Background: an optimization exercise with open tools, aiming at small area, a short achievable clock period and few clock cycles. Do not read the settings as production practice. Function was checked by simulation only, so behaviour that the tests miss may differ from the original. No activity file was given, so power comes from the tool's default toggle rates.

==> flow/design.v (excerpt) <==
module brainfuck(
  input clk,
  input rst,
  output [10:0] code_addr,
  input  [7:0]  code_data,
  output        out_valid,
  output [7:0]  out_data,
  input         out_ready,
  input         in_valid,
  input  [7:0]  in_data,
  output        in_ready,
  output        halted
);
localparam W = 4;    
localparam [3:0] OFF_MAX = W;
localparam [3:0] OFF_MIN = -W;
reg [10:0] pc;         
reg [10:0] pc_e;       
reg        v_e;        
reg        e_plus, e_minus, e_left, e_right, e_dot, e_comma, e_open, e_close, e_end;
reg        pred_e;     
reg        e_fsk;      
reg        skip;       
reg [3:0]  depth;      
reg        f1;         
reg        clrp;       
reg        halt_r;
reg        ov;
reg [7:0]  od;
reg        rst_q;      
reg        inr;        
reg        sel_r, sel_l, sel_a, sel_hw;
reg        rec_ok;
reg [3:0]  roff;                
reg [2*W:0] roh;                
reg [7:0]  dl [0:2*W];          
reg        rep;                 
reg [7:0]  nrem;                
localparam SD = 8;
reg [10:0] stk_n [0:SD-1];
reg [3:0]  vcnt;       
reg        bscan;      
localparam CB = 2, CN = 1 << CB;
reg [10-CB:0] ctag [0:CN-1];
reg [10:0]    ctgt [0:CN-1];
reg [CN-1:0]  cval;
reg [CB-1:0]  sidx;
localparam RM = 256 - 2*W - 1;
reg [7:0]  c0;
reg [7:0]  cr [1:W];
reg [7:0]  cl [1:W];
reg [7:0]  rg [0:RM-1];
reg        rq;         
reg        par;        
reg        shl, shr;   
wire d_plus  = code_data == 8'h2B;
wire d_minus = code_data == 8'h2D;
wire d_right = code_data == 8'h3E;
wire d_left  = code_data == 8'h3C;
wire d_dot   = code_data == 8'h2E;
wire d_comma = code_data == 8'h2C;
wire d_open  = code_data == 8'h5B;
wire d_close = code_data == 8'h5D;
wire d_end   = code_data == 8'hFF;
reg  f_nz, f_ff, f_one, f_r1, f_l1;
wire nz = f_nz;
reg  x_e;
wire ex = x_e;
wire bs = v_e & bscan;
wire v0 = vcnt != 4'd0;
wire v1 = vcnt[3:1] != 3'd0;
wire sk = v_e & skip;
wire [10:0] stk0 = ~stk_n[0];
wire [10:0] stk1 = ~stk_n[1];
  ...
==> flow/config.mk <==
export PLATFORM = sky130hd
export DESIGN_NAME = brainfuck
export DESIGN_NICKNAME = brainfuck
export VERILOG_FILES = /design/flow/design.v
export SDC_FILE = /design/flow/constraint.sdc
export NUM_CORES = 4
export LEC_CHECK = 0
export CAP_MARGIN = 20
export CELL_PAD_IN_SITES_DETAIL_PLACEMENT = 1
export CORE_MARGIN = 2
export CORE_UTILIZATION = 40
export CTS_CLUSTER_DIAMETER = 90
export CTS_CLUSTER_SIZE = 28
export PLACE_DENSITY = 0.5
export SLEW_MARGIN = 40
==> flow/constraint.sdc <==
create_clock -name core_clock -period 10.0 [get_ports {clk}]
set_input_delay 2.0000 -clock core_clock [delete_from_list [all_inputs] [get_ports {clk}]]
set_output_delay 2.0000 -clock core_clock [all_outputs]
set_load 0.01 [all_outputs]
standard.sh (not shown) runs the stock make flow with config.mk's settings and CLKGATE_MAP_FILE= SYNTH_SCRIPT=/design/flow/synth_recipe.tcl, a recipe that flattens the netlist after the stock synthesis.
==> flow/flow/run.sh <==
#!/bin/bash
set -euo pipefail
bash standard.sh \
  "BUFFER_PORTS_ARGS=-buffer_cell sky130_fd_sc_hd__buf_4" \
  "SETUP_SLACK_MARGIN=6.5" \
  finish > standard_flow.log 2>&1
Testbench counts at the start, summed over its fixed seeds: cycles 316,232.
Then changed:
--- a/flow/design.v
+++ b/flow/design.v
@@ -112,30 +112,19 @@
                  (ex & e_plus) ? ~f_ff :
                  (ex & e_minus) ? ~f_one :
                  c_clr ? 1'b0 : nz;
 wire hit_f     = cval[pc[CB-1:0]] && ctag[pc[CB-1:0]] == pc[10:CB];
 wire top_ok    = push | (pop ? v1 : v0);
 wire pred      = d_close & pred_ok & nz_next & top_ok;
 wire fjump     = d_open & pred_ok & hit_f & ~nz_next;
 wire [10:0] top_after = push ? pc : pop ? stk1 : stk0;
 wire frozen    = halt_r | halt_now;
-wire adv_r     = ~redirect & ~frozen & (~rep | rep_end);
-wire adv       = ~stall & adv_r;
-wire [10:0] pc_hold = redirect ? rtarget : pc;
-wire [10:0] pc_top  = adv_r ? top_after : pc_hold;
-wire [10:0] pc_ct   = adv_r ? ctgt[pc[CB-1:0]] : pc_hold;
-wire [10:0] pc_seq  = adv_r ? (bscan ? pc - 11'd1 : pc + 11'd1) : pc_hold;
-wire c_top = pred_ok & nz_next & top_ok;
-wire c_ct  = pred_ok & hit_f & ~nz_next;
-wire [10:0] pc_d = stall ? pc :
-                   (d_close & c_top) ? pc_top :
-                   (d_open & c_ct) ? pc_ct : pc_seq;
-always @(posedge clk) pc <= rst ? 11'd0 : pc_d;
+wire adv       = ~stall & ~redirect & ~frozen & (~rep | rep_end);
 wire skip_exit  = sk & e_close & depth == 4'd0;
 wire skip_next  = enter_skip | (skip & ~skip_exit);
 wire noex_next  = skip_next | bs_start | (bscan & ~bs_found);
 wire mvr_next   = adv & d_right & ~noex_next;
 wire mvl_next   = adv & d_left & ~noex_next;
 wire apply_next = c_rep ? c0[0] : (rep & ~rep_end & nrem[1]);
 wire q_new = rst ? 1'b0 : ((shl | shr) & ~mv_r & ~mv_l) ? ~rq : rq;
 always @(posedge clk) begin
   rq  <= q_new;
@@ -146,38 +135,41 @@
   sel_l  <= ~rst & mvl_next;
   sel_a  <= ~rst & apply_next;
   sel_hw <= ~rst & ~mvr_next & ~mvl_next & ~apply_next;
   if (rst | redirect) inr <= 1'b0;
   else if (adv) inr <= d_comma & ~noex_next;
 end
 always @(posedge clk) begin
   rst_q <= rst;
   if (rst) begin
+    pc <= 11'd0;
     v_e <= 1'b0;
     pred_e <= 1'b0;
     skip <= 1'b0;
     depth <= 4'd0;
     f1 <= 1'b0;
     clrp <= 1'b0;
     halt_r <= 1'b0;
     ov <= 1'b0;
     rep <= 1'b0;
     rec_ok <= 1'b0;
     cval <= {CN{1'b0}};
     vcnt <= 4'd0;
     bscan <= 1'b0;
     x_e <= 1'b0;
   end else begin
     if (redirect) begin
+      pc <= rtarget;
       v_e <= 1'b0;
       x_e <= 1'b0;
     end else if (adv) begin
       x_e <= ~noex_next;
+      pc <= pred ? top_after : fjump ? ctgt[pc[CB-1:0]] : bscan ? pc - 11'd1 : pc + 11'd1;
       e_fsk <= fjump;
       pc_e <= pc;
       v_e <= 1'b1;
       pred_e <= pred;
       e_plus <= d_plus;   e_minus <= d_minus;
       e_left <= d_left;   e_right <= d_right;
       e_dot <= d_dot;     e_comma <= d_comma;
       e_open <= d_open;   e_close <= d_close;
       e_end <= d_end;
Result: Critical path depth is unchanged; maximum frequency fell by 5.4%; core utilization fell by 0.13 points; design area fell by about 0.4%; sequential share of layout area rose by 0.22 points.
Testbench counts after the change, summed over its fixed seeds: cycles 316,232.

========
Another version of the RTL of brainfuck (not shown whole).
For scale: about 7,000 cells after synthesis, roughly 42 I/O pins, ~0.079 mm2 of cells after synthesis.
==> flow/config.mk <==
export PLATFORM = sky130hd
export DESIGN_NAME = brainfuck
export DESIGN_NICKNAME = brainfuck
export VERILOG_FILES = /design/flow/design.v
export SDC_FILE = /design/flow/constraint.sdc
export NUM_CORES = 4
export LEC_CHECK = 0
export CAP_MARGIN = 20
export CELL_PAD_IN_SITES_DETAIL_PLACEMENT = 1
export CORE_MARGIN = 2
export CORE_UTILIZATION = 40
export CTS_CLUSTER_DIAMETER = 90
export CTS_CLUSTER_SIZE = 28
export PLACE_DENSITY = 0.5
export SLEW_MARGIN = 40
==> flow/constraint.sdc <==
create_clock -name core_clock -period 10.0 [get_ports {clk}]
set_input_delay 2.0000 -clock core_clock [delete_from_list [all_inputs] [get_ports {clk}]]
set_output_delay 2.0000 -clock core_clock [all_outputs]
set_load 0.01 [all_outputs]
Scripts as last shown in full above: flow/flow/run.sh
Testbench counts at the start, summed over its fixed seeds: cycles 316,232.
==> next run, changes <==
--- a/flow/design.v
+++ b/flow/design.v
@@ -56,17 +56,18 @@
 wire d_minus = code_data == 8'h2D;
 wire d_right = code_data == 8'h3E;
 wire d_left  = code_data == 8'h3C;
 wire d_dot   = code_data == 8'h2E;
 wire d_comma = code_data == 8'h2C;
 wire d_open  = code_data == 8'h5B;
 wire d_close = code_data == 8'h5D;
 wire d_end   = code_data == 8'hFF;
-wire nz = |c0;
+reg  f_nz, f_ff, f_one, f_r1, f_l1;
+wire nz = f_nz;
 reg  x_e;
 wire ex = x_e;
 wire bs = v_e & bscan;
 wire v0 = vcnt != 4'd0;
 wire v1 = vcnt[3:1] != 3'd0;
 wire sk = v_e & skip;
 wire [10:0] stk0 = ~stk_n[0];
 wire [10:0] stk1 = ~stk_n[1];
@@ -100,20 +101,20 @@
 wire mv_r    = sel_r;
 wire mv_l    = sel_l;
 wire pred_ok   = ~skip & ~enter_skip & ~rep & ~bscan & ~inr & ~(ex & (e_plus | e_minus) & f1);
 wire [7:0] c0_add = (ex & e_plus) ? 8'd1 :
                     (ex & e_minus) ? 8'hFF :
                     dl[W];
 wire [7:0] c0_sum = c0 + c0_add;
 wire nz_next   = rst_q ? 1'b0 :
-                 mv_r ? |cr[1] :
-                 mv_l ? |cl[1] :
-                 (ex & e_plus) ? ~&c0 :
-                 (ex & e_minus) ? c0 != 8'd1 :
+                 mv_r ? f_r1 :
+                 mv_l ? f_l1 :
+                 (ex & e_plus) ? ~f_ff :
+                 (ex & e_minus) ? ~f_one :
                  c_clr ? 1'b0 : nz;
 wire hit_f     = cval[pc[CB-1:0]] && ctag[pc[CB-1:0]] == pc[10:CB];
 wire top_ok    = push | (pop ? v1 : v0);
 wire pred      = d_close & pred_ok & nz_next & top_ok;
 wire fjump     = d_open & pred_ok & hit_f & ~nz_next;
 wire [10:0] top_after = push ? pc : pop ? stk1 : stk0;
 wire frozen    = halt_r | halt_now;
 wire adv       = ~stall & ~redirect & ~frozen & (~rep | rep_end);
@@ -274,35 +275,48 @@
     assign below = ~stk_n[q + 1];
   end
   always @(posedge clk)
     stk_n[q] <= ~(({11{s_hold}} & ~stk_n[q]) | ({11{s_push}} & ~stk_n[q - 1]) | ({11{s_pop}} & below));
 end endgenerate
 wire [7:0] pm  = {8{par}};
 wire [7:0] p5  = (rq ? rg[2] : rg[1]) ^ pm;    
 wire [7:0] m5  = (rq ? rg[1] : rg[0]) ^ pm;    
+wire [7:0] c0_d = rst_q ? 8'd0 :
+                  mv_r ? cr[1] :
+                  mv_l ? cl[1] :
+                  ((ex & (e_plus | e_minus)) | apply) ? c0_sum :
+                  in_take ? in_data :
+                  c_clr ? 8'd0 : c0;
+wire [7:0] cr1_d, cl1_d;
 always @(posedge clk) begin
-  if (rst_q) c0 <= 8'd0;
-  else if (mv_r) c0 <= cr[1];
-  else if (mv_l) c0 <= cl[1];
-  else if ((ex & (e_plus | e_minus)) | apply) c0 <= c0_sum;
-  else if (in_take) c0 <= in_data;
-  else if (c_clr) c0 <= 8'd0;
+  c0    <= c0_d;
+  f_nz  <= |c0_d;
+  f_ff  <= &c0_d;
+  f_one <= c0_d == 8'd1;
+  f_r1  <= |cr1_d;
+  f_l1  <= |cl1_d;
 end
 genvar n;
 generate for (n = 1; n <= W; n = n + 1) begin : win
   wire [7:0] r_in = (n == W) ? p5 : cr[(n == W) ? n : n + 1];
   wire [7:0] r_lf = (n == 1) ? c0 : cr[(n == 1) ? n : n - 1];
   wire [7:0] l_in = (n == W) ? m5 : cl[(n == W) ? n : n + 1];
   wire [7:0] l_rt = (n == 1) ? c0 : cl[(n == 1) ? n : n - 1];
   wire [7:0] r_sum = cr[n] + dl[W + n];
   wire [7:0] l_sum = cl[n] + dl[W - n];
+  wire [7:0] r_d = ({8{sel_r}} & r_in) | ({8{sel_l}} & r_lf) | ({8{sel_a}} & r_sum) | ({8{sel_hw}} & cr[n]);
+  wire [7:0] l_d = ({8{sel_r}} & l_rt) | ({8{sel_l}} & l_in) | ({8{sel_a}} & l_sum) | ({8{sel_hw}} & cl[n]);
   always @(posedge clk) begin
-    cr[n] <= ({8{sel_r}} & r_in) | ({8{sel_l}} & r_lf) | ({8{sel_a}} & r_sum) | ({8{sel_hw}} & cr[n]);
-    cl[n] <= ({8{sel_r}} & l_rt) | ({8{sel_l}} & l_in) | ({8{sel_a}} & l_sum) | ({8{sel_hw}} & cl[n]);
+    cr[n] <= r_d;
+    cl[n] <= l_d;
+  end
+  if (n == 1) begin : nb
+    assign cr1_d = r_d;
+    assign cl1_d = l_d;
   end
 end endgenerate
 wire [7:0] r_l = {8{shl}};
 wire [7:0] r_r = {8{shr}};
 wire [7:0] to_m5 = cl[W] ^ ~pm;
 wire [7:0] to_p5 = cr[W] ^ ~pm;
 generate for (n = 0; n < RM; n = n + 1) begin : ring
   wire [7:0] nr = rg[(n + 1) % RM];
The changed run finished clean.
Maximum frequency drops by about 1.9%.
Worst hold slack is about the same.
Final area decreases by 0.34%.
Wire length came out lower by 1.8%.
Clock skew barely changes.
Cell count falls by 1.5%.
Combinational power grows by about 4%.
Non-clock buffer count is lower by 22.
Testbench counts after the change, summed over its fixed seeds: cycles 316,232.

-- port drivers added, routing unchanged --
How much do the figures lean on ideal ports? The routed layouts below were timed once more, with nothing changed but the port constraints. Step 1 sets driving cells, clkbuf_16 on the clock port and buf_2 on the other inputs (assumed; they add their load-dependent delay and slew). Step 2 times the ports against the registers' clock, not the clock port: input delays grow and output delays shrink by t, the midpoint of the rising clock arrivals with the driver on. a / b / c = no drivers / after step 1 / after step 2; a / b = the first two.
| run | t (ns) | slack for setup (ns) | hold slack, ns | worst setup path after step 2 | clock arrival spread, ns |
|---|---|---|---|---|---|
| the first run of note 1 | 0.855 | 6.482 / 6.506 / 5.675 | 0.431 / 0.431 / 0.431 | input to register | 0.035 / 0.035 |
| the second run of note 1 | 0.855 | 6.283 / 6.322 / 5.468 | 0.423 / 0.423 / 0.423 | input to register | 0.046 / 0.047 |
| the first run of note 2 | 0.849 | 6.495 / 6.482 / 5.770 | 0.429 / 0.429 / 0.429 | input to register | 0.051 / 0.051 |
| the second run of note 2 | 0.842 | 6.428 / 6.428 / 5.779 | 0.429 / 0.429 / 0.429 | input to register | 0.042 / 0.042 |
After both steps setup and hold are still met in every run listed. The setup slack of the second run of note 1, which loses most, moves by +0.039 ns with the drivers and by -0.815 ns with both steps.
